Context: an optimization exercise on an open-source flow, tuned for small area, a short achievable clock period and few clock cycles per item. The choices shown serve that exercise and are no tape-out recipe.
Function was checked by simulation only, so behaviour that the tests miss may differ from the original.

## flow/design.v (module list and top-level ports; edited modules follow where they fit)
// module decoder_3nrm_mld_final_v3: 2398 lines
// module c64: 1 lines
// module c63: 8 lines
// module c31: 10 lines
// module c65: 52 lines
// module c17: 52 lines
// module c11: 52 lines
// module c19: 55 lines
// module c23: 57 lines
// module c29: 52 lines
// module chk_all: 5 lines
module decoder_3nrm_mld_final_v3 (
    input wire clk,
    input wire rst_n,
    input wire start,
    input wire [63:0] residues_in,
    output reg [15:0] data_out,
    output reg valid,
    output reg uncorrectable
);
  // ...
==> flow/run.sh <==
#!/bin/bash
# synth_recipe.tcl (not shown) runs the flow's synth.tcl, then flattens the netlist and writes it again
# the make line also repeats each setting of config.mk as NAME=value (left out here)
make -C /OpenROAD-flow-scripts/flow DESIGN_CONFIG=/design/flow/config.mk WORK_HOME=/design/flow/orfs CLKGATE_MAP_FILE= SYNTH_SCRIPT=/design/flow/synth_recipe.tcl finish
==> flow/config.mk <==
export PLATFORM = sky130hd
export DESIGN_NAME = decoder_3nrm_mld_final_v3
export DESIGN_NICKNAME = decoder_3nrm_mld_final_v3
export VERILOG_FILES = /design/flow/design.v
export SDC_FILE = /design/flow/constraint.sdc
export NUM_CORES = 4
export LEC_CHECK = 0
export ABC_AREA = 1
export ABC_CLOCK_PERIOD_IN_PS = 20000
export CAP_MARGIN = 20
export CORE_MARGIN = 2
export CORE_UTILIZATION = 40
export SLEW_MARGIN = 20
export SYNTH_MEMORY_MAX_BITS = 65536
==> flow/constraint.sdc <==
create_clock -name core_clock -period 110.0 [get_ports {clk}]
set_input_delay 22.0000 -clock core_clock [delete_from_list [all_inputs] [get_ports {clk}]]
set_output_delay 22.0000 -clock core_clock [all_outputs]
set_load 0.01 [all_outputs]
==> results.json, run 1 <==
{
  "antenna_found_initial": 0,
  "tap_cells": 782,
  "cp_data_required_time_ps": 88000,
  "netlist_instances": 3620,
  "outcome": "timing/DRC/antenna clean",
  "hold_depth": 1,
  "vias_per_cell": 5.79,
  "bufAreaShareNonClock_pct": 4.10,
  "drive_gt1_share_pct": 4.41,
  "slew_viol_final": 0,
  "period_needed_ps": 23290,
  "fin_area_um2": 26100,
  "synth_commonest_cells": "inv_1, nand2_1, nor2_1",
  "crit_path_max_fanout": 1,
  "start_util_pct": 40.4,
  "wl_um": 85100,
  "clk_path_buf_depth": 2,
  "port_buffers": 68,
  "area.sequential_um2": 2400,
  "synth_fa_ha_area_share_pct": 31.1,
  "multi_input_area_share_pct": 72.0,
  "use_met3_pct": 2.99,
  "use_met1_pct": 37.1,
  "fin_nets": 4165,
  "setup_tns_ps": 0,
  "biggestRegsByFlops": "xr (18), data_out (16), r2 (7)",
  "seq_cell_count": 108,
  "reg2regPathDepth": 76,
  "synth-compound-area-share_pct": 21.4,
  "min_path_type": "register to register",
  "fillers": 6439,
  "met1_length_um": 36600,
  "fp.coreArea_um2": 60100,
  "worst_slew_pin_slew_ps": 1030,
  "gp_congestion": 1.02
}
Testbench counts, summed over its fixed seeds: cycles 2,975, items 480.
==> run 2: changes to the inputs <==
--- a/flow/design.v
+++ b/flow/design.v
@@ -65,37 +65,38 @@
     r3 <= residues_in[44:40]; r4 <= residues_in[39:35]; r5 <= residues_in[34:30];
     r6 <= residues_in[29:25]; r7 <= residues_in[24:20]; r8 <= residues_in[19:16];
   end
   reg busy;
   reg [4:0] g;        
   reg bf;             
   reg [4:0] bl;       
   reg bbig;           
+  reg bfl;            
   reg [17:0] xr;      
   reg [1:0] uc, pc, qc;
   always @* begin
     case (g)
       5'd0: begin uc=2'd0; pc=2'd0; qc=2'd0; end
-      5'd1: begin uc=2'd0; pc=2'd2; qc=2'd2; end
-      5'd2: begin uc=2'd1; pc=2'd1; qc=2'd1; end
-      5'd3: begin uc=2'd0; pc=2'd0; qc=2'd2; end
-      5'd4: begin uc=2'd0; pc=2'd1; qc=2'd1; end
-      5'd5: begin uc=2'd2; pc=2'd2; qc=2'd2; end
-      5'd6: begin uc=2'd0; pc=2'd0; qc=2'd1; end
-      5'd7: begin uc=2'd0; pc=2'd1; qc=2'd2; end
+      5'd1: begin uc=2'd2; pc=2'd2; qc=2'd2; end
+      5'd2: begin uc=2'd0; pc=2'd0; qc=2'd1; end
+      5'd3: begin uc=2'd0; pc=2'd1; qc=2'd1; end
+      5'd4: begin uc=2'd1; pc=2'd1; qc=2'd1; end
+      5'd5: begin uc=2'd0; pc=2'd0; qc=2'd2; end
+      5'd6: begin uc=2'd1; pc=2'd1; qc=2'd2; end
+      5'd7: begin uc=2'd0; pc=2'd2; qc=2'd2; end
       5'd8: begin uc=2'd1; pc=2'd2; qc=2'd2; end
-      5'd9: begin uc=2'd1; pc=2'd1; qc=2'd2; end
+      5'd9: begin uc=2'd0; pc=2'd1; qc=2'd2; end
       5'd10: begin uc=2'd0; pc=2'd0; qc=2'd3; end
       5'd11: begin uc=2'd0; pc=2'd1; qc=2'd3; end
       5'd12: begin uc=2'd0; pc=2'd2; qc=2'd3; end
       5'd13: begin uc=2'd0; pc=2'd3; qc=2'd3; end
       5'd14: begin uc=2'd1; pc=2'd1; qc=2'd3; end
-      5'd15: begin uc=2'd1; pc=2'd2; qc=2'd3; end
-      5'd16: begin uc=2'd1; pc=2'd3; qc=2'd3; end
+      5'd15: begin uc=2'd1; pc=2'd3; qc=2'd3; end
+      5'd16: begin uc=2'd1; pc=2'd2; qc=2'd3; end
       5'd17: begin uc=2'd2; pc=2'd2; qc=2'd3; end
       5'd18: begin uc=2'd2; pc=2'd3; qc=2'd3; end
       5'd19: begin uc=2'd3; pc=2'd3; qc=2'd3; end
       default: begin uc=2'd0; pc=2'd0; qc=2'd0; end
     endcase
   end
   reg [6:0] ru;
   always @* case (uc) 2'd0: ru = {1'b0,r0}; 2'd1: ru = {1'b0,r1}; 2'd2: ru = r2; default: ru = {2'b0,r3}; endcase
@@ -2317,85 +2318,140 @@
   wire [3:0] nm = {twoc & t2c, (twoc ^ t2c), t2s, ones};
   wire dle2 = nm[3] | (nm[2] & nm[1] & nm[0]);    
   wire deq3 = ~nm[3] & nm[2] & nm[1] & ~nm[0];    
   wire big = X[17] | X[16];
   reg [4:0] lex;
   always @* begin
     case (g)
       5'd1: lex=5'd0;
-      5'd2: lex=5'd7;
-      5'd3: lex=5'd10;
-      5'd4: lex=5'd2;
-      5'd5: lex=5'd4;
-      5'd6: lex=5'd16;
-      5'd7: lex=5'd1;
-      5'd8: lex=5'd5;
+      5'd2: lex=5'd16;
+      5'd3: lex=5'd1;
+      5'd4: lex=5'd4;
+      5'd5: lex=5'd10;
+      5'd6: lex=5'd2;
+      5'd7: lex=5'd11;
+      5'd8: lex=5'd7;
       5'd9: lex=5'd13;
-      5'd10: lex=5'd11;
+      5'd10: lex=5'd5;
       5'd11: lex=5'd3;
       5'd12: lex=5'd6;
       5'd13: lex=5'd8;
       5'd14: lex=5'd9;
       5'd15: lex=5'd12;
-      5'd16: lex=5'd14;
-      5'd17: lex=5'd15;
+      5'd16: lex=5'd15;
+      5'd17: lex=5'd14;
       5'd18: lex=5'd17;
       5'd19: lex=5'd18;
       5'd20: lex=5'd19;
       default: lex = 5'd0;
     endcase
   end
   wire run = busy;
   wire upd = deq3 && (!bf || !ge({19'd0, lex}, {19'd0, bl}));
   wire nbf = bf | upd;
   wire [4:0] nbl = upd ? lex : bl;
+  reg fl;
+  always @* begin
+    case (mt)
+      9'd63: fl = 1'b1;
+      9'd95: fl = 1'b1;
+      9'd159: fl = 1'b1;
+      9'd287: fl = 1'b1;
+      9'd111: fl = 1'b1;
+      9'd175: fl = 1'b1;
+      9'd303: fl = 1'b1;
+      9'd207: fl = 1'b1;
+      9'd335: fl = 1'b1;
+      9'd399: fl = 1'b1;
+      9'd119: fl = 1'b1;
+      9'd183: fl = 1'b1;
+      9'd311: fl = 1'b1;
+      9'd215: fl = 1'b1;
+      9'd343: fl = 1'b1;
+      9'd407: fl = 1'b1;
+      9'd231: fl = 1'b1;
+      9'd359: fl = 1'b1;
+      9'd423: fl = 1'b1;
+      9'd123: fl = 1'b1;
+      9'd187: fl = 1'b1;
+      9'd219: fl = 1'b1;
+      9'd125: fl = 1'b1;
+      9'd189: fl = 1'b1;
+      9'd221: fl = 1'b1;
+      9'd126: fl = 1'b1;
+      9'd190: fl = 1'b1;
+      9'd222: fl = 1'b1;
+      default: fl = 1'b0;
+    endcase
+  end
+  wire nbfl = upd ? fl : bfl;
   reg [4:0] nexit;
   always @* begin
-    case (nbl)
-      5'd0: nexit = 5'd10;
-      5'd1: nexit = 5'd10;
-      5'd2: nexit = 5'd10;
-      5'd3: nexit = 5'd11;
-      5'd4: nexit = 5'd11;
-      5'd5: nexit = 5'd11;
-      5'd6: nexit = 5'd12;
-      5'd7: nexit = 5'd12;
-      5'd8: nexit = 5'd13;
-      5'd9: nexit = 5'd14;
-      5'd10: nexit = 5'd14;
-      5'd11: nexit = 5'd14;
-      5'd12: nexit = 5'd15;
-      5'd13: nexit = 5'd15;
-      5'd14: nexit = 5'd16;
-      5'd15: nexit = 5'd17;
-      5'd16: nexit = 5'd17;
-      5'd17: nexit = 5'd18;
-      5'd18: nexit = 5'd19;
-      5'd19: nexit = 5'd20;
+    case ({nbfl, nbl})
+      {1'b0,5'd0}: nexit = 5'd10;
+      {1'b0,5'd1}: nexit = 5'd10;
+      {1'b0,5'd2}: nexit = 5'd10;
+      {1'b0,5'd3}: nexit = 5'd11;
+      {1'b0,5'd4}: nexit = 5'd11;
+      {1'b0,5'd5}: nexit = 5'd11;
+      {1'b0,5'd6}: nexit = 5'd12;
+      {1'b0,5'd7}: nexit = 5'd12;
+      {1'b0,5'd8}: nexit = 5'd13;
+      {1'b0,5'd9}: nexit = 5'd14;
+      {1'b0,5'd10}: nexit = 5'd14;
+      {1'b0,5'd11}: nexit = 5'd14;
+      {1'b0,5'd12}: nexit = 5'd15;
+      {1'b0,5'd13}: nexit = 5'd15;
+      {1'b0,5'd14}: nexit = 5'd17;
+      {1'b0,5'd15}: nexit = 5'd17;
+      {1'b0,5'd16}: nexit = 5'd17;
+      {1'b0,5'd17}: nexit = 5'd18;
+      {1'b0,5'd18}: nexit = 5'd19;
+      {1'b0,5'd19}: nexit = 5'd20;
+      {1'b1,5'd0}: nexit = 5'd1;
+      {1'b1,5'd1}: nexit = 5'd3;
+      {1'b1,5'd2}: nexit = 5'd6;
+      {1'b1,5'd3}: nexit = 5'd11;
+      {1'b1,5'd4}: nexit = 5'd11;
+      {1'b1,5'd5}: nexit = 5'd11;
+      {1'b1,5'd6}: nexit = 5'd12;
+      {1'b1,5'd7}: nexit = 5'd12;
+      {1'b1,5'd8}: nexit = 5'd13;
+      {1'b1,5'd9}: nexit = 5'd14;
+      {1'b1,5'd10}: nexit = 5'd14;
+      {1'b1,5'd11}: nexit = 5'd14;
+      {1'b1,5'd12}: nexit = 5'd15;
+      {1'b1,5'd13}: nexit = 5'd15;
+      {1'b1,5'd14}: nexit = 5'd17;
+      {1'b1,5'd15}: nexit = 5'd17;
+      {1'b1,5'd16}: nexit = 5'd17;
+      {1'b1,5'd17}: nexit = 5'd18;
+      {1'b1,5'd18}: nexit = 5'd19;
+      {1'b1,5'd19}: nexit = 5'd20;
       default: nexit = 5'd0;
     endcase
   end
   wire fin = run & (dle2 | (nbf & ge({19'd0, g}, {19'd0, nexit})) | (g == 5'd20));
   always @(posedge clk or negedge rst_n) begin
     if (!rst_n) begin
       busy <= 1'b0; valid <= 1'b0;
     end else begin
       valid <= fin;
       busy <= busy ? !fin : start;
     end
   end
   wire [24:0] ginc = rca({19'd0, g}, 24'd0, 1'b1);
   always @(posedge clk) begin
     xr <= xn;
-    if (!busy | fin) g <= 5'd1; else g <= ginc[4:0];
+    if (!busy) g <= 5'd1; else g <= ginc[4:0];
     if (!run) begin
       bf <= 1'b0;
     end else begin
-      bf <= nbf; bl <= nbl;
+      bf <= nbf; bl <= nbl; bfl <= nbfl;
       if (dle2 | upd) begin data_out <= X[15:0]; bbig <= big; end
       if (fin) uncorrectable <= (dle2 | upd) ? big : bf ? bbig : 1'b1;
     end
   end
 endmodule
 module c64(input [17:0] X, input [5:0] r, output e); assign e = X[5:0] == r; endmodule
 module c63(input [17:0] X, input [5:0] r, output e);
   wire [5:0] x0 = X[5:0], x1 = X[11:6], x2 = X[17:12], rr = ~r;
==> results.json, run 2 <==
{
  "biggestRegsByFlops": "xr (18), data_out (16), r2 (7)",
  "vias_per_cell": 5.76,
  "use_met3_pct": 3.79,
  "rows": 90,
  "yosysMostFrequentCell": "nand2_1",
  "dieArea_um2": 63100,
  "antenna_found_initial": 0,
  "wl_um": 86500,
  "gr-usage-all-layers_pct": 27.1,
  "worst_slew_pin_slew_ps": 1070,
  "fin_area_um2": 26300,
  "grt_pass1_wl_um": 136000,
  "synth-edff-count": 24,
  "cp_data_required_time_ps": 88000,
  "ys_seq_area_share_pct": 9.96,
  "reg2reg_slack_ps": 89180,
  "clk_path_buf_depth": 2,
  "cts-buffers-inserted": 9,
  "die_w_um": 251,
  "synthesis.area_um2": 24400,
  "netlist_instances": 3676,
  "cts_tree": "yes",
  "end_kind": "primary output",
  "worstPathCellList": "clkdlybuf4s50_1",
  "drcViolationCount": 0,
  "synth_top_area_share_pct": 17.4,
  "post-route-util_pct": 43.5,
  "htree_levels": 3,
  "critical-path-top-delay-family": "buffers and inverters",
  "outcome": "timing/DRC/antenna clean",
  "dr.pass1.iters": 6,
  "cts-root-buf": "clkbuf_16",
  "syn_avg_cell_area_um2": 6.65,
  "ant_nets": 0,
  "synth-seq-cells": 109,
  "synthTopCellsByArea": "fa_1, ha_1, nand2_1, inv_1, dfxtp_1",
  "synth_ff_type": "dfxtp_1",
  "fin_nets": 4217,
  "place_hpwl_um": 66400,
  "diodes": 0,
  "rsz0062_at_grt": "false",
  "grt_pass1_vias": 24200,
  "path_buf_inv": 1,
  "hold_viol_final": 0,
  "cp_slowest_cell": "clkdlybuf4s50_1",
  "setup_viol_count_final": 0,
  "fp.coreArea_um2": 60400,
  "yosys_warnings": 7,
  "place_area_um2": 26000,
  "clk_latency_ps": 390,
  "critPathLaunchType": "register",
  "period_share_pct": 21.2,
  "max_cap_violations": 0,
  "slowest_delay_ps": 540,
  "port_buffers": 68,
  "io_pins": 85,
  "min_path_type": "register to register",
  "max_slew_margin_pct": 26.5,
  "drt_iter0_markers": 3304,
  "largest_register": "xr",
  "use_met1_pct": 38.1,
  "via_count": 25700,
  "drive_gt1_share_pct": 3.78,
  "period_needed_ps": 23280,
  "syn_nets": 4220,
  "start_util_pct": 40.5,
  "post_cts_buffers": 0,
  "async_reset_ff_share_pct": 1.83,
  "cts.sink_count": 109,
  "path_clk_slew_ps": 90,
  "grt_max_degree": 56,
  "busiest_layer": "met2",
  "slew_viol_final": 0,
  "fp.dieH_um": 251,
  "hold_buffers": 0,
  "setup_tns_ps": 0,
  "final_common_cell": "nand2_1",
  "wl_per_cell_um": 19.4,
  "crit_path_max_fanout": 1,
  "crit_arrival_ps": 1280,
  "layout_common_cells": "nand2_1, inv_1, nor2_1",
  "fmax_ghz": 0.0429,
  "largest_reg_flops": 18,
  "gp_congestion": 1.00,
  "syn_to_final_growth_pct": 7.53,
  "synthDistinctLibCells": 67,
  "skew_ps": 20.2,
  "synth.largest_area_cell": "fa_1",
  "cts-resized-gates": 0,
  "gr-total-overflow": 0,
  "path_class": "register to primary output",
  "synth_commonest_cells": "nand2_1, inv_1, nor2_1",
  "grtUsageMet2_pct": 42.2
}
==> run 2: final timing paths <==
path	startpoint	end	cells after the start
worst min register to register	g[0]	g[0]	1
min in group asynchronous	rst_n	valid	1
worst min-delay path	g[0]	g[0]	1
max in group asynchronous	rst_n	busy	1
worst max register to register	r1[0]	uncorrectable	103
worst max-delay path	data_out[15]	data_out[15]	1
==> run 2: cell families (layout without fill, tap and decap cells) <==
| group | Yosys count | in the layout | synth area share, % |
|---|---|---|---|
| fa+ha+maj | 477 | 477 | 30.9 |
| buf+inv | 824 | 826 | 12.7 |
| xor+xnor | 40 | 40 | 1.57 |
| compound gates | 879 | 879 | 21.9 |
| simple gates | 1347 | 1347 | 22.9 |
| flops | 109 | 109 | 9.96 |
==> run 2: area by class of cell <==
cell class / instances / area (µm²)
inverter: 690 / 2590
clock buffer: 9 / 225
fill: 6431 / 34100
timing repair buffer: 120 / 1070
tap: 782 / 978
multi-input combinational: 2743 / 18900
clock inverter: 7 / 66.3
sequential: 109 / 2430
==> run 2: per-stage QoR <==
stage               hold slack, ps  setup WS [ps]  instances
floorplan                      425          87610       3676
global placement               459          87120       4444
detailed placement             459          87120       4444
CTS                            486          86690       4460
global route                   504          86670       4460
finish                         483          86720       4460
==> run 2: per-layer routing <==
layer	wire [µm]	up-vias
met3	8020	285
met5	0	-
met4	3340	0
met1	37300	11900
met2	37800	1420
li1	-	12100
==> run 2: worst reg2reg max path, delay by kind of cell (launching register included) <==
family / cells / cell delay [ps]
AND/OR/NAND/NOR: 38 / 4100
flip-flops: 1 / 330
AO/OA/AOI/OAI: 11 / 2880
adder cells (fa/ha/maj): 34 / 11150
buffers and inverters: 19 / 1920
XOR/XNOR: 1 / 170
Testbench counts of run 2, summed over its fixed seeds: cycles 2,836, items 480.

## afterwards: timing with drivers on the ports
No port has a modelled driver above. Below, the same layouts with a new extraction and two added sets of constraints.
Step 1 (the two cells are an assumption about what drives the block):
set clk [get_ports {clk}]
set_driving_cell -lib_cell sky130_fd_sc_hd__clkbuf_16 $clk
set_driving_cell -lib_cell sky130_fd_sc_hd__buf_2 [delete_from_list [all_inputs] $clk]
Step 2 moves the port delays by t, midway between the first and last clock arrival at a register: inputs arrive t later, outputs are due t later. That takes back most of the time a late clock gives input paths.
Three values: ideal, step 1, step 2; two values: the first two.
| run | t, ns | slack for setup (ns) | worst hold slack (ns) | worst slew at a driven data input, ns | pins driven straight from the clock port |
|---|---|---|---|---|---|
| run 1 | 0.439 | 86.705 / 86.653 / 87.092 | 0.481 / 0.481 / 0.481 | 0.05 | 1 |
| run 2 | 0.435 | 86.716 / 86.665 / 87.100 | 0.483 / 0.483 / 0.483 | 0.07 | 1 |
After both steps setup and hold are still met in every run listed.
